What follows belongs to an exercise in optimizing a design on an open flow for a short achievable clock period and few clock cycles per item; a production flow would make more cautious choices.
Only simulation tests tie the RTL to the original design; equivalence was not proved.
Power and IR drop assume default switching activity.

==> flow/design.v (excerpt) <==
module top_proc(clk,rst,instr,dReadData,PC,dAddress,dWriteData,MemRead,MemWrite,WriteBackData,RegWrite);
Size: ~9,000 cells after synthesis, about 2,200 flip-flops, about 200 I/O pins, roughly 110,000 sq um of cells after synthesis.
Settings: LEC_CHECK=0, CAP_MARGIN=20, CORE_MARGIN=2, CORE_UTILIZATION=50, PLACE_DENSITY=0.65, SLEW_MARGIN=20, SYNTH_HIERARCHICAL=1, SYNTH_MINIMUM_KEEP_SIZE=0; clock period 12.0 ns.
standard.sh (not shown) runs the stock make flow with config.mk's settings and CLKGATE_MAP_FILE= SYNTH_SCRIPT=/design/flow/synth_recipe.tcl, a recipe that flattens the netlist after the stock synthesis.
==> flow/flow/run.sh <==
#!/bin/bash
set -euo pipefail
export SETUP_SLACK_MARGIN=${MARGIN:-8.5}
bash standard.sh > flow_make.log 2>&1
Testbench counts at the start, summed over its fixed seeds: cycles 27,480, instrs 25,042.
Edit:
--- a/flow/design.v
+++ b/flow/design.v
@@ -54,20 +54,25 @@
         p = a | b;
         g[0] = g[0] | (p[0] & cin);
         for (d = 1; d < 32; d = d * 2)
             for (i = 31; i >= d; i = i - 1) begin
                 g[i] = g[i] | (p[i] & g[i-d]);
                 p[i] = p[i] & p[i-d];
             end
     end
     assign s = (a ^ b) ^ {g[30:0], cin};
 endmodule
+module inc30 (a, y);
+    input  [29:0] a;
+    output [29:0] y;
+    assign y = a + 30'd1;
+endmodule
 module regfile (clk, raddr1, raddr2, rdata1, rdata2,
                 wea, waddra, wdataa, web, waddrb, wdatab);
     input          clk;
     input  [2:0]   raddr1, raddr2;
     output [127:0] rdata1, rdata2;    
     input          wea, web;
     input  [4:0]   waddra, waddrb;
     input  [31:0]  wdataa, wdatab;
     reg [31:0] registers [0:31];
     integer i;
@@ -154,40 +159,44 @@
             if (bv[k] && btag[k] == PC[31:2]) begin
                 hit = 1'b1;
                 hit_tgt = hit_tgt | btgt[k];
             end
     end
     reg        bE;
     wire       eq;
     reg [31:0] pcE, tgtTE, pc4E;
     wire        insE;
     wire d_rp  = vD & haz;
-    wire d_tk  = vD & ~haz & pt & ~bD;
-    wire d_bad = vD & ~haz & ~pt & bD;
-    wire [31:0] seqD = d_rp ? pcD : d_bad ? pc4D : hit ? hit_tgt : PC + 32'd4;
+    wire d_tk  = vD & pt & ~bD;      
+    wire d_bad = vD & ~pt & bD;
+    wire [31:0] pcInc;
+    inc30 pcinc (.a(PC[31:2]), .y(pcInc[31:2]));
+    assign pcInc[1:0] = PC[1:0];
+    wire [31:0] seqD = d_bad ? pc4D : hit ? hit_tgt : pcInc;
     wire dred = d_rp | d_tk | d_bad;
     always @(posedge clk) begin
         pcD   <= PC;
-        pc4D  <= PC + 32'd4;
+        pc4D  <= pcInc;
         hiP1D <= PC[31:13] + 19'd1;
         hiM1D <= PC[31:13] - 19'd1;
         if (rst) begin
             PC <= INITIAL_PC;
             vD <= 1'b0;
             bD <= 1'b0;
             bv <= {NB{1'b0}};
             bptr <= 2'd0;
             ins <= 1'b0;
         end else begin
             vD <= (eq ? ~red1 : ~red0) & ~dred;
             bD <= hit;
-            PC <= (d_tk & ~redirE) ? tgtD : (eq ? pcn1 : pcn0);
+            PC <= (d_rp & ~redirE) ? pcD :
+                  (d_tk & ~redirE) ? tgtD : (eq ? pcn1 : pcn0);
             ins <= insE;
             if (ins) begin
                 bv[bptr] <= 1'b1;
                 bptr <= bptr + 2'd1;
             end
         end
         insPC  <= pcE[31:2];
         insTgt <= tgtTE;
         if (ins) begin
             btag[bptr] <= insPC;
=> The changed run finished clean; clock-buffer cell count increases by 10; core utilization decreases by 0.74 points; register-to-register slack is worse by 0.08 ns; sequential power stays flat; area after synthesis rises by 0.46%; setup slack loses 0.078 ns; global-route usage increases by 0.57 points; total power decreases by 0.50%; final area falls by 0.35%; synthesized cell count came out higher by 0.82%; via count hardly moves; routed wire length goes up by 0.71%; worst hold slack is worse by 0.029 ns.
Testbench counts after the change, summed over its fixed seeds: cycles 27,480, instrs 25,042.

[what the ideal ports hide]
The results above use ideal ports. As a check the final layouts listed here were re-extracted and re-timed, cells and wires unchanged.
Step 1 (the two cells are an assumption about what drives the block):
set clk [get_ports {clk}]
set_driving_cell -lib_cell sky130_fd_sc_hd__clkbuf_16 $clk
set_driving_cell -lib_cell sky130_fd_sc_hd__buf_2 [delete_from_list [all_inputs] $clk]
Step 2 moves the port delays by t, midway between the first and last clock arrival at a register: inputs arrive t later, outputs are due t later. That takes back most of the time a late clock gives input paths.
Three values: ideal, step 1, step 2; two values: the first two.
| run | shift t [ns] | setup WS [ns] | hold WS [ns] | cell pins on the clock port's net |
|---|---|---|---|---|
| the first run | 0.990 | 7.949 / 7.831 / 6.840 | 0.319 / 0.319 / 0.319 | 1 |
| the second run | 1.010 | 7.871 / 7.871 / 6.929 | 0.290 / 0.290 / 0.290 | 1 |
After both steps every run listed still meets setup and hold. The setup slack of the first run, which loses most, moves by -0.118 ns with the drivers and by -1.109 ns with both steps.
